This design comes from an exercise in tuning for small area and a short achievable clock period on the open sky130 flow, not from production work. Where RTL was checked, it was by simulation tests only, not by an equivalence proof against the original. No activity file was given, so power comes from the tool's default toggle rates.

== harbor ==
## cnn_accelerator
module cnn_accelerator (
    input clk,
    input reset,
    input [7:0] pixel_in,
    input [1:0] kernel_size,
    output reg detected
);
For scale: ~330 cells after synthesis, ~58 flip-flops, about 13 I/O pins, about 3400 um^2 of cells after synthesis.
export LEC_CHECK = 0
export ABC_CLOCK_PERIOD_IN_PS = 2400
export CAP_MARGIN = 20
export CORE_MARGIN = 2
export CORE_UTILIZATION = 40
export CTS_CLUSTER_DIAMETER = 200
export CTS_CLUSTER_SIZE = 30
export SETUP_SLACK_MARGIN = 3.6
export SLEW_MARGIN = 20
create_clock -name core_clock -period 6.0 [get_ports {clk}]
run.sh (not shown) runs the stock make flow with config.mk's settings and CLKGATE_MAP_FILE= SYNTH_SCRIPT=/design/flow/synth_recipe.tcl, a recipe that flattens the netlist after the stock synthesis.
What tundra does differently from harbor at the input level:
- CORE_UTILIZATION: 40 -> 65
Notes after the runs:
- Diff harbor -> tundra | share of power burned in registers | increase of 0.5 points
- Delta (tundra minus harbor): via count saw an increase; cell area saw a decrease; fraction of area in clock buffers and inverters saw a decrease.
- Total of clock buffers placed in the layout up 1 in tundra wrt harbor
- On number of non-clock buffers in the layout, the lower figure sits with harbor, not tundra.
Here is what was changed in the inputs of zinc compared with tundra.
- a change of ABC_CLOCK_PERIOD_IN_PS from 2400 to 2100
- a change of CORE_UTILIZATION from 65 to 40
- a deleted CTS_CLUSTER_DIAMETER that had been 200
- a deleted CTS_CLUSTER_SIZE that had been 30
- a change of SETUP_SLACK_MARGIN from 3.6 to 3.9
## What came out
Taking tundra as the reference, in zinc top achievable clock speed now larger; part of the power in the clock network now larger; gate count after technology mapping comparable; sum of routed wire segments on met1 now larger; placer congestion estimate now larger.
From tundra to zinc, mapped cell area did not move at all.
In zinc, sequential share of cell area is lower than in tundra.
Of zinc and tundra, the higher final cell count belongs to zinc.
Total buffers and inverters traversed by the critical path: tundra vs zinc — no meaningful difference
Higher height of the die was reported by zinc, not tundra.
Against tundra, standard cell core area in zinc rose by more than half.
For sierra, these inputs were changed with respect to zinc:
- CTS_BUF_LIST newly set to sky130_fd_sc_hd__clkbuf_4
- CORE_UTILIZATION changed from 40 to 65
- ABC_CLOCK_PERIOD_IN_PS changed from 2100 to 2200
- SETUP_SLACK_MARGIN changed from 3.9 to 3.8
## What came out
Lower multi-input combinational cell area was reported by sierra, not zinc. From zinc to sierra the numbers moved as follows: worst-case headroom to the max-slew limit now sits higher; total power now sits lower. Taking zinc as the reference point, the worst supply voltage drop on vdd of sierra rises by 38%. Fraction of power consumed by the clock network (sierra over zinc): decrease, 2.2 points. Cmp sierra vs zinc: actual transition at the worst max-transition pin lower in sierra. Looking at clock period minus worst slack, sierra sits 41 ps lower than zinc does. The run with more setup slack is sierra; zinc has less. sierra ended up with a lower combinational fraction of design power than zinc did.
Modified inputs, cedar compared to sierra
- a change of SETUP_SLACK_MARGIN from 3.8 to 3.6
- a deleted CTS_BUF_LIST that had been sky130_fd_sc_hd__clkbuf_4
- a change of CORE_UTILIZATION from 65 to 40
- a change of ABC_CLOCK_PERIOD_IN_PS from 2200 to 2400
## What came out
- Reported for sierra and cedar, number of sinks driven by the clock tree turned out identical to the last digit.
- [compare] base=sierra new=cedar: number of design rule violations left after detail routing roughly the same; slew of the pin with the lowest slew margin +96 ps; final critical-path required period shows an increase of 150 ps.
- Where first-pass GRT wire length is concerned, sierra is outperformed by cedar.
No run of this note included a check of the RTL's function; only the layout flow was run.


## alpha
cnn_accelerator, a different RTL version from the one above (not shown whole).
Size in the first run: roughly 58 flip-flops, about 3300 µm² of cells after synthesis.
clock: 6.0 ns
lec_check: 0
abc_clock_period_in_ps: 2200
cap_margin: 20
core_margin: 2
core_utilization: 65
cts_buf_list: sky130_fd_sc_hd__clkbuf_4
gpl_routability_driven: 0
gpl_timing_driven: 0
setup_slack_margin: 3.8
slew_margin: 20
Input-level comparison between beta and alpha:
Settings: changing ABC_CLOCK_PERIOD_IN_PS from 2200 to 2700; removing CTS_BUF_LIST (formerly sky130_fd_sc_hd__clkbuf_4); changing SETUP_SLACK_MARGIN from 3.8 to 3.3; removing GPL_TIMING_DRIVEN (formerly 0); removing GPL_ROUTABILITY_DRIVEN (formerly 0).
==> comparison <==
- When the final numbers for alpha and beta were put side by side, the shortest period the worst path allows turned out to be smaller in alpha.
- Diff alpha -> beta | maximum frequency | down by more than 10%
- Reported for alpha and beta, area after synthesis turned out identical to the last digit.
diff inputs: beta => gamma
Settings: ABC_CLOCK_PERIOD_IN_PS changed from 2700 to 2200; SETUP_SLACK_MARGIN changed from 3.3 to 3.8; CTS_BUF_LIST newly set to sky130_fd_sc_hd__clkbuf_4; PLACE_DENSITY newly set to 0.45.
flip-flop to flip-flop as the startpoint-to-endpoint class of the critical path was reported by beta, and input port to flip-flop by gamma. NOTE: critical path depth in gamma falls short of that of beta. Of the two candidates, beta has the worse hold slack and gamma the better one. A endpoint of the most critical setup path of sa.term_q[5] is what gamma shows, while sa.term_q[0] belongs to beta. Of beta and gamma, the lower part of the cycle the worst path needs belongs to gamma.
Inputs modified between gamma and delta:
Settings: removing PLACE_DENSITY (formerly 0.45); changing CORE_UTILIZATION from 65 to 55.
Notes after the runs:
- No stage failed in delta, and the final checks on the layout all came back clean.
- From gamma to delta the numbers moved as follows: die footprint rose by 17%, share of the final layout cell area in multi-input gates now sits lower.
- Comparing gamma and delta, the higher wire length of the first global-routing pass is on delta.
- Looking at proportion of power drawn by the clock network, delta sits 3.7 points higher than gamma does.
- delta ended with more wire length than gamma.
- delta gives more number of signal-net buffers in the layout than gamma did.
The following lists how epsilon was set up differently from delta:
Settings: changing CORE_UTILIZATION from 55 to 65; removing CTS_BUF_LIST (formerly sky130_fd_sc_hd__clkbuf_4).
Results
Delta (epsilon minus delta): fraction of area in non-clock buffers decreased 1.5 points; highest fanout seen on the critical path increased 7; layout cell share with drive strength beyond 1 decreased 2.8 points.


P:
The RTL this note starts from:
==> flow/design.v <==
module kernel_rom (
    input [5:0] addr,
    output reg [2:0] w3,
    output reg [4:0] w5,
    output w7
);
    always @(*) begin
        case (addr)
            0, 6: w3 = 3'b001;
            1, 7: w3 = 3'b000;
            2, 8: w3 = 3'b101;
            3, 5: w3 = 3'b010;
            4: w3 = 3'b000;
            default: w3 = 3'b110;
        endcase
        case (addr)
            0, 4, 20, 24: w5 = 5'b00001;
            1, 3, 21, 23: w5 = 5'b00010;
            2, 22: w5 = 5'b00100;
            5, 15: w5 = 5'b10001;
            10, 14: w5 = 5'b10010;
            6, 18: w5 = 5'b01001;
            7, 17: w5 = 5'b01010;
            8, 16: w5 = 5'b01100;
            default: w5 = 5'b00000;
        endcase
    end
    assign w7 = addr[0];
endmodule
module pe (
    input [1:0] kernel_size,
    input [7:0] pixel,
    input [2:0] w3,
    input [4:0] w5,
    input w7,
    output [9:0] term,
    output neg,
    output dbl
);
    wire k3 = kernel_size == 2'd0;
    wire k5 = kernel_size == 2'd1;
    wire k7 = kernel_size == 2'd2;
    wire s0 = (k3 & w3[0]) | (k5 & w5[0]) | k7;
    wire s1 = (k3 & w3[1]) | (k5 & w5[1]);
    wire s2 = k5 & w5[2];
    assign neg = (k3 & w3[2]) | (k5 & w5[3]) | (k7 & w7);
    assign dbl = k5 & w5[4];
    wire [9:0] px = {{2{pixel[7]}}, pixel};
    wire [9:0] sh = ({10{s0}} & px) | ({10{s1}} & {px[8:0], 1'b0}) |
                    ({10{s2}} & {px[7:0], 2'b0});
    assign term = sh ^ {10{neg}};
endmodule
module systolic_array (
    input clk,
    input reset,
    input [1:0] kernel_size,
    input [7:0] pixel_in,
    output [1:0] level
);
    reg [5:0] index;
    reg run_q, live_q, wrp_q;
    reg [1:0] lvl_q;
    reg [9:0] term_q;
    reg neg_q, dbl_q;
    reg [15:0] ps_q;
    reg ps_c6, ps_c11;
    reg signed [15:0] ps_d;
    wire [2:0] w3;
    wire [4:0] w5;
    wire w7;
    kernel_rom kr (.addr(index), .w3(w3), .w5(w5), .w7(w7));
    wire [9:0] term_d;
    wire neg_d, dbl_d;
    pe pe_in (.kernel_size(kernel_size), .pixel(pixel_in), .w3(w3), .w5(w5), .w7(w7),
              .term(term_d), .neg(neg_d), .dbl(dbl_d));
    wire run = (kernel_size == 2'b00 && index < 9) ||
               (kernel_size == 2'b01 && index < 25) ||
               (kernel_size == 2'b10 && index < 49);
    wire [4:0] mid = ps_q[10:6];
    wire [4:0] cm;
    wire [4:0] hi = ps_q[15:11];
    wire [4:0] ch1, ch2;
    assign cm[0] = ps_c6;
    assign ch2[0] = 1'b0;
    genvar i;
    generate
        for (i = 1; i < 5; i = i + 1) begin : rc
            assign cm[i] = ps_c6 & (&mid[i-1:0]);
        end
    endgenerate
    wire mo = ps_c6 & (&mid);
    wire one = mo ^ ps_c11;
    wire both = mo & ps_c11;
    assign ch1[0] = one;
    generate
        for (i = 1; i < 5; i = i + 1) begin : rh
            assign ch1[i] = one & (&hi[i-1:0]);
        end
    endgenerate
    wire [4:0] hi1 = hi ^ ch1;
    assign ch2[1] = both;
    generate
        for (i = 2; i < 5; i = i + 1) begin : rh2
            assign ch2[i] = both & (&hi1[i-1:1]);
        end
    endgenerate
    wire [15:0] ps_full = {hi1 ^ ch2, mid ^ cm, ps_q[5:0]};
    wire [15:0] partial_sum = run_q ? ps_full : 16'd0;
    wire sgn = term_q[9];
    wire [10:0] a = ps_d[10:0];
    wire [10:0] b = {sgn, term_q};
    wire [10:0] c = dbl_q ? {term_q, 1'b0} : 11'd0;
    wire [10:0] s = a ^ b ^ c;
    wire [10:0] k = (a & b) | (a & c) | (b & c);
    wire [11:0] y = {k, neg_q};
    wire [15:0] pe_sum;
    wire c6, c11;
    assign {c6, pe_sum[5:0]} = {1'b0, s[5:0]} + {1'b0, y[5:0]};
    assign {c11, pe_sum[10:6]} = {1'b0, s[10:6]} + {1'b0, y[10:6]};
    wire [2:0] d = {2'b00, k[10]} - {2'b00, sgn} - {2'b00, dbl_q & sgn};
    assign pe_sum[15:11] = ps_d[15:11] + {{2{d[2]}}, d};
    wire gt200 = ps_d > 16'sd200;
    wire gt500 = ps_d > 16'sd500;
    wire gt1000 = ps_d > 16'sd1000;
    assign level = wrp_q ? {gt500, gt1000 | (gt200 & ~gt500)} : lvl_q;
    always @(posedge clk) begin
        term_q <= term_d;
        neg_q <= neg_d;
        dbl_q <= dbl_d;
        ps_q <= pe_sum;
        ps_c6 <= c6;
        ps_c11 <= c11;
        ps_d <= partial_sum;
    end
    always @(posedge clk or posedge reset) begin
        if (reset) begin
            index <= 0;
            run_q <= 0;
            live_q <= 0;
            wrp_q <= 0;
            lvl_q <= 0;
        end else begin
            live_q <= 1'b1;
            run_q <= run & live_q;
            wrp_q <= !run;
            lvl_q <= level;
            if (run)
                index <= index + 1;
            else
                index <= 0;
        end
    end
endmodule
module cnn_accelerator (
    input clk,
    input reset,
    input [7:0] pixel_in,
    input [1:0] kernel_size,
    output reg detected
);
    wire [1:0] lvl;
    systolic_array sa (
        .clk(clk),
        .reset(reset),
        .kernel_size(kernel_size),
        .pixel_in(pixel_in),
        .level(lvl)
    );
    always @(posedge clk or posedge reset) begin
        if (reset)
            detected <= 0;
        else begin
            case (kernel_size)
                2'b00: detected <= |lvl;
                2'b01: detected <= lvl[1];
                2'b10: detected <= &lvl;
                default: detected <= 0;
            endcase
        end
    end
endmodule
export LEC_CHECK = 0
export ABC_CLOCK_PERIOD_IN_PS = 2200
export CAP_MARGIN = 20
export CORE_MARGIN = 2
export CORE_UTILIZATION = 65
export CTS_BUF_LIST = sky130_fd_sc_hd__clkbuf_4
export SETUP_SLACK_MARGIN = 3.8
export SLEW_MARGIN = 20
export SYNTH_HIERARCHICAL = 1
create_clock -name core_clock -period 6.0 [get_ports {clk}]
Here is what was changed in the inputs of Q compared with P.
# P
export LEC_CHECK = 0
export ABC_CLOCK_PERIOD_IN_PS = 2200
export CAP_MARGIN = 20
export CORE_MARGIN = 2
export CORE_UTILIZATION = 65
export CTS_BUF_LIST = sky130_fd_sc_hd__clkbuf_4
export SETUP_SLACK_MARGIN = 3.8
export SLEW_MARGIN = 20
export SYNTH_HIERARCHICAL = 1
create_clock -name core_clock -period 6.0 [get_ports {clk}]
# Q
export LEC_CHECK = 0
export ABC_CLOCK_PERIOD_IN_PS = 2400
export CAP_MARGIN = 20
export CORE_MARGIN = 2
export CORE_UTILIZATION = 65
export SETUP_SLACK_MARGIN = 3.6
export SLEW_MARGIN = 20
export SYNTH_HIERARCHICAL = 1
create_clock -name core_clock -period 6.0 [get_ports {clk}]
## What came out
The standard cells in Q occupy less silicon area than those in P do.
Compared with P, power in Q increased slightly.
Q — fraction of power consumed by combinational cells 4.9 points lower, P as reference
In the metrics for P and Q, the one carrying the lower final standard cell count with taps included and fillers excluded is Q.
Leakage dissipation, P and Q, higher one = P.
Q -> P: count of endpoints failing hold in the final timing report delta 0, exact match
Compared with P, Q shows power density over cell area that has gone up by a few percent.
P vs Q, cell type of the slowest stage on the worst timing path: a221oi_2 vs a21oi_4
Setup slack on Q is behind P.
Part of the cycle the worst path needs in Q is 3.0 points higher than in P
The run showing the greater final setup skew is P.
Changes in R relative to Q:
# Q
export LEC_CHECK = 0
export ABC_CLOCK_PERIOD_IN_PS = 2400
export CAP_MARGIN = 20
export CORE_MARGIN = 2
export CORE_UTILIZATION = 65
export SETUP_SLACK_MARGIN = 3.6
export SLEW_MARGIN = 20
export SYNTH_HIERARCHICAL = 1
create_clock -name core_clock -period 6.0 [get_ports {clk}]
# R
export LEC_CHECK = 0
export ABC_CLOCK_PERIOD_IN_PS = 2100
export CAP_MARGIN = 20
export CORE_MARGIN = 2
export CORE_UTILIZATION = 65
export CTS_BUF_LIST = sky130_fd_sc_hd__clkbuf_4
export SETUP_SLACK_MARGIN = 3.9
export SLEW_MARGIN = 20
export SYNTH_HIERARCHICAL = 1
create_clock -name core_clock -period 6.0 [get_ports {clk}]
Results
- Relative to Q, register-to-register slack increased by 0.12 ns in R.
- Going from Q to R, non-clock buffer count grows by 28.
- Design area (higher): R
- Re netlist area before placement: no difference whatsoever between Q and R.
- Final worst-path cycle share: R < Q
- R: sequential share of layout area 2.5 points below Q
- R against Q; clock power is down by more than a quarter.
- In R the area used by sequential logic in the layout turned out about 1.2% higher than in Q.
Relative to R, the following input files were edited for S:
# R
export LEC_CHECK = 0
export ABC_CLOCK_PERIOD_IN_PS = 2100
export CAP_MARGIN = 20
export CORE_MARGIN = 2
export CORE_UTILIZATION = 65
export CTS_BUF_LIST = sky130_fd_sc_hd__clkbuf_4
export SETUP_SLACK_MARGIN = 3.9
export SLEW_MARGIN = 20
export SYNTH_HIERARCHICAL = 1
create_clock -name core_clock -period 6.0 [get_ports {clk}]
# S
export LEC_CHECK = 0
export ABC_CLOCK_PERIOD_IN_PS = 2300
export CAP_MARGIN = 20
export CORE_MARGIN = 2
export CORE_UTILIZATION = 65
export CTS_BUF_LIST = sky130_fd_sc_hd__clkbuf_4
export SETUP_SLACK_MARGIN = 3.7
export SLEW_MARGIN = 20
export SYNTH_HIERARCHICAL = 1
create_clock -name core_clock -period 6.0 [get_ports {clk}]
### Flow results
S completed; timing, DRC and antenna clean. S has proportion of final cell area spent on non-clock buffers below what R had. On worst clock skew, S does better than R. Cell-internal power (R / S): 1.12. Changes observed in S relative to R: post-cts sizing count went down 24, fmax went down about 4.7%, setup slack of the worst register-to-register path went down 0.08 ns, final worst hold slack went up 0.0098 ns. Between S and R, the highest net fanout along the worst path is lower for S. Number of global-route vias before repair: S and R compared, higher one is R.
Function was not checked in any run of this note: the RTL went through the layout flow alone.


run A:
RTL: one of the versions met above, not the one the previous note started from.
Size in the first run: about 320 cells after synthesis, roughly 13 I/O pins.
==> flow/design.v (excerpt) <==
module cnn_accelerator (
    input clk,
    input reset,
    input [7:0] pixel_in,
    input [1:0] kernel_size,
    output reg detected
);
    wire [1:0] lvl;
    systolic_array sa (
        .clk(clk),
        .reset(reset),
        .kernel_size(kernel_size),
        .pixel_in(pixel_in),
        .level(lvl)
    );
    always @(posedge clk or posedge reset) begin
        if (reset)
            detected <= 0;
        else begin
            case (kernel_size)
                2'b00: detected <= |lvl;
                2'b01: detected <= lvl[1];
                2'b10: detected <= &lvl;
                default: detected <= 0;
            endcase
        end
    end
endmodule
make LEC_CHECK=0 ABC_CLOCK_PERIOD_IN_PS=2300 CAP_MARGIN=20 CORE_MARGIN=2 CORE_UTILIZATION=65 CTS_BUF_LIST=sky130_fd_sc_hd__clkbuf_4 SETUP_SLACK_MARGIN=3.7 SLEW_MARGIN=20 finish   # period 6.0 ns
Input-level comparison between run B and run A:
--- a/flow/config.mk
+++ b/flow/config.mk
@@ -8 +8 @@
-export ABC_CLOCK_PERIOD_IN_PS = 2300
+export ABC_CLOCK_PERIOD_IN_PS = 2200
@@ -13 +13 @@
-export SETUP_SLACK_MARGIN = 3.7
+export SETUP_SLACK_MARGIN = 3.8
Findings:
Peak per-stage delay on the critical path in run B vs run A: down 0.06 ns. Run B vs run A, area used by sequential logic in the layout went up by 0.51%. Re combinational power share: run B is 3.2 points up on run A. In the metrics for run A and run B, the one carrying the lower final worst-path cycle share is run B. For the fraction of final layout cells with drive strength greater than 1, run B came in 6.6 points higher than run A did. Start point of the critical path: kernel_size[1] -> run A, kernel_size[0] -> run B. In the reports for run A and run B, the larger global-route usage over all layers belongs to run B. Diff run A -> run B: cell leakage power picked up an extra 0.024 nW; first-iteration DRC count higher; via count up 4.1%; biggest fanout along the worst timing path went up by 1. Against run A, setup slack at placement in run B came out worse.
> inputs changed (run B -> run C)
==> flow/flow/run.sh (new file) <==
#!/bin/bash
# The standard layout, with yosys's full/half-adder extraction turned off
# (ADDER_MAP_FILE empty) so that ABC maps the adders along with the rest.
set -euo pipefail
bash standard.sh ADDER_MAP_FILE= finish > standard_flow.log 2>&1
==> flow/standard.sh (new file) <==
#!/bin/bash
# synth_recipe.tcl (not shown) runs the flow's synth.tcl, then flattens the netlist and writes it again
# the make line also repeats each setting of config.mk as NAME=value (left out here)
make -C /OpenROAD-flow-scripts/flow DESIGN_CONFIG=/design/flow/config.mk WORK_HOME=/design/flow/orfs CLKGATE_MAP_FILE= SYNTH_SCRIPT=/design/flow/synth_recipe.tcl "${@:-finish}"
--- a/flow/config.mk
+++ b/flow/config.mk
@@ -8 +8 @@
-export ABC_CLOCK_PERIOD_IN_PS = 2200
+export ABC_CLOCK_PERIOD_IN_PS = 2400
@@ -12,2 +12 @@
-export CTS_BUF_LIST = sky130_fd_sc_hd__clkbuf_4
-export SETUP_SLACK_MARGIN = 3.8
+export SETUP_SLACK_MARGIN = 3.6
removed: flow/run.sh
[summary]
| clock-buffer cell count | run C vs run B | 3 higher |. Against run B, run C comes in 36% higher on wire length on met1. Run C ends up with higher area added between synthesis and finish than run B does. Looking at net switching component of the power, run C sits about 70% higher than run B does. Complex-gate fraction of the synthesized area came out higher on run C than on run B. The core of run C is more densely filled than that of run B. Changes observed in run C relative to run B: standard-cell row count shows an increase of 2, power share of the combinational group shows an increase of 5.0 points, number of standard cells after synthesis shows an increase of 120.
For run D, these inputs were changed with respect to run C:
==> flow/run.sh (new file) <==
#!/bin/bash
# synth_recipe.tcl (not shown) runs the flow's synth.tcl, then flattens the netlist and writes it again
# the make line also repeats each setting of config.mk as NAME=value (left out here)
make -C /OpenROAD-flow-scripts/flow DESIGN_CONFIG=/design/flow/config.mk WORK_HOME=/design/flow/orfs CLKGATE_MAP_FILE= SYNTH_SCRIPT=/design/flow/synth_recipe.tcl finish
--- a/flow/config.mk
+++ b/flow/config.mk
@@ -8 +8 @@
-export ABC_CLOCK_PERIOD_IN_PS = 2400
+export ABC_CLOCK_PERIOD_IN_PS = 2200
@@ -12 +12,2 @@
-export SETUP_SLACK_MARGIN = 3.6
+export CTS_BUF_LIST = sky130_fd_sc_hd__clkbuf_4
+export SETUP_SLACK_MARGIN = 3.8
@@ -13,0 +15 @@
+export TNS_END_PERCENT = 40
removed: flow/flow/run.sh
removed: flow/standard.sh
Notes after the runs:
- On clock skew, run D does worse than run C.
- Run D vs run C — first-pass GRT wire length dropped by more than a quarter
- Run D gives less non-clock buffer count than run C did.
- Taking run C as the reference point, the net switching share of the total power of run D falls by 3.7 points.
- Looking at cell area after synthesis across both flows, run D is the stronger of the two, with run C trailing.
- Run D ended with less synthesized cell count than run C.

[port drivers added, routing unchanged]
How much do the figures lean on ideal ports? The routed layouts below were timed once more, with nothing changed but the port constraints. Step 1 sets driving cells, clkbuf_16 on the clock port and buf_2 on the other inputs (assumed; they add their load-dependent delay and slew). Step 2, shift: input delay + t, output delay - t, t = (earliest + latest rising clock arrival at the registers) / 2. This alone moves slack from input paths to output paths. Three values: no drivers, after step 1, after step 2; two values: the first two.
run	shift t [ns]	slack for setup (ns)	slew at the worst register clock pin (ns)
harbor	0.357	3.636 / 3.640 / 3.283	0.07 / 0.07
tundra	0.369	3.671 / 3.678 / 3.309	0.07 / 0.07
zinc	0.366	3.749 / 3.732 / 3.366	0.07 / 0.07
sierra	0.423	3.789 / 3.767 / 3.344	0.10 / 0.10
cedar	0.357	3.636 / 3.640 / 3.283	0.07 / 0.07
alpha	0.430	3.787 / 3.787 / 3.452	0.11 / 0.11
beta	0.368	3.480 / 3.480 / 3.181	0.07 / 0.07
gamma	0.423	3.844 / 3.840 / 3.417	0.09 / 0.09
delta	0.433	3.870 / 3.870 / 3.446	0.10 / 0.10
epsilon	0.363	3.820 / 3.798 / 3.435	0.06 / 0.06
P	0.414	3.896 / 3.904 / 3.492	0.09 / 0.09
Q	0.358	3.713 / 3.722 / 3.364	0.06 / 0.06
R	0.417	3.885 / 3.885 / 3.539	0.10 / 0.10
S	0.408	3.781 / 3.758 / 3.406	0.09 / 0.09
run A	0.426	3.754 / 3.759 / 3.333	0.11 / 0.11
run B	0.423	3.844 / 3.840 / 3.417	0.09 / 0.09
run C	0.368	3.167 / 3.167 / 3.167	0.07 / 0.07
run D	0.430	3.854 / 3.854 / 3.459	0.11 / 0.11
After both steps setup and hold are still met in every run listed. The setup slack of sierra, which loses most, moves by -0.022 ns with the drivers and by -0.445 ns with both steps.
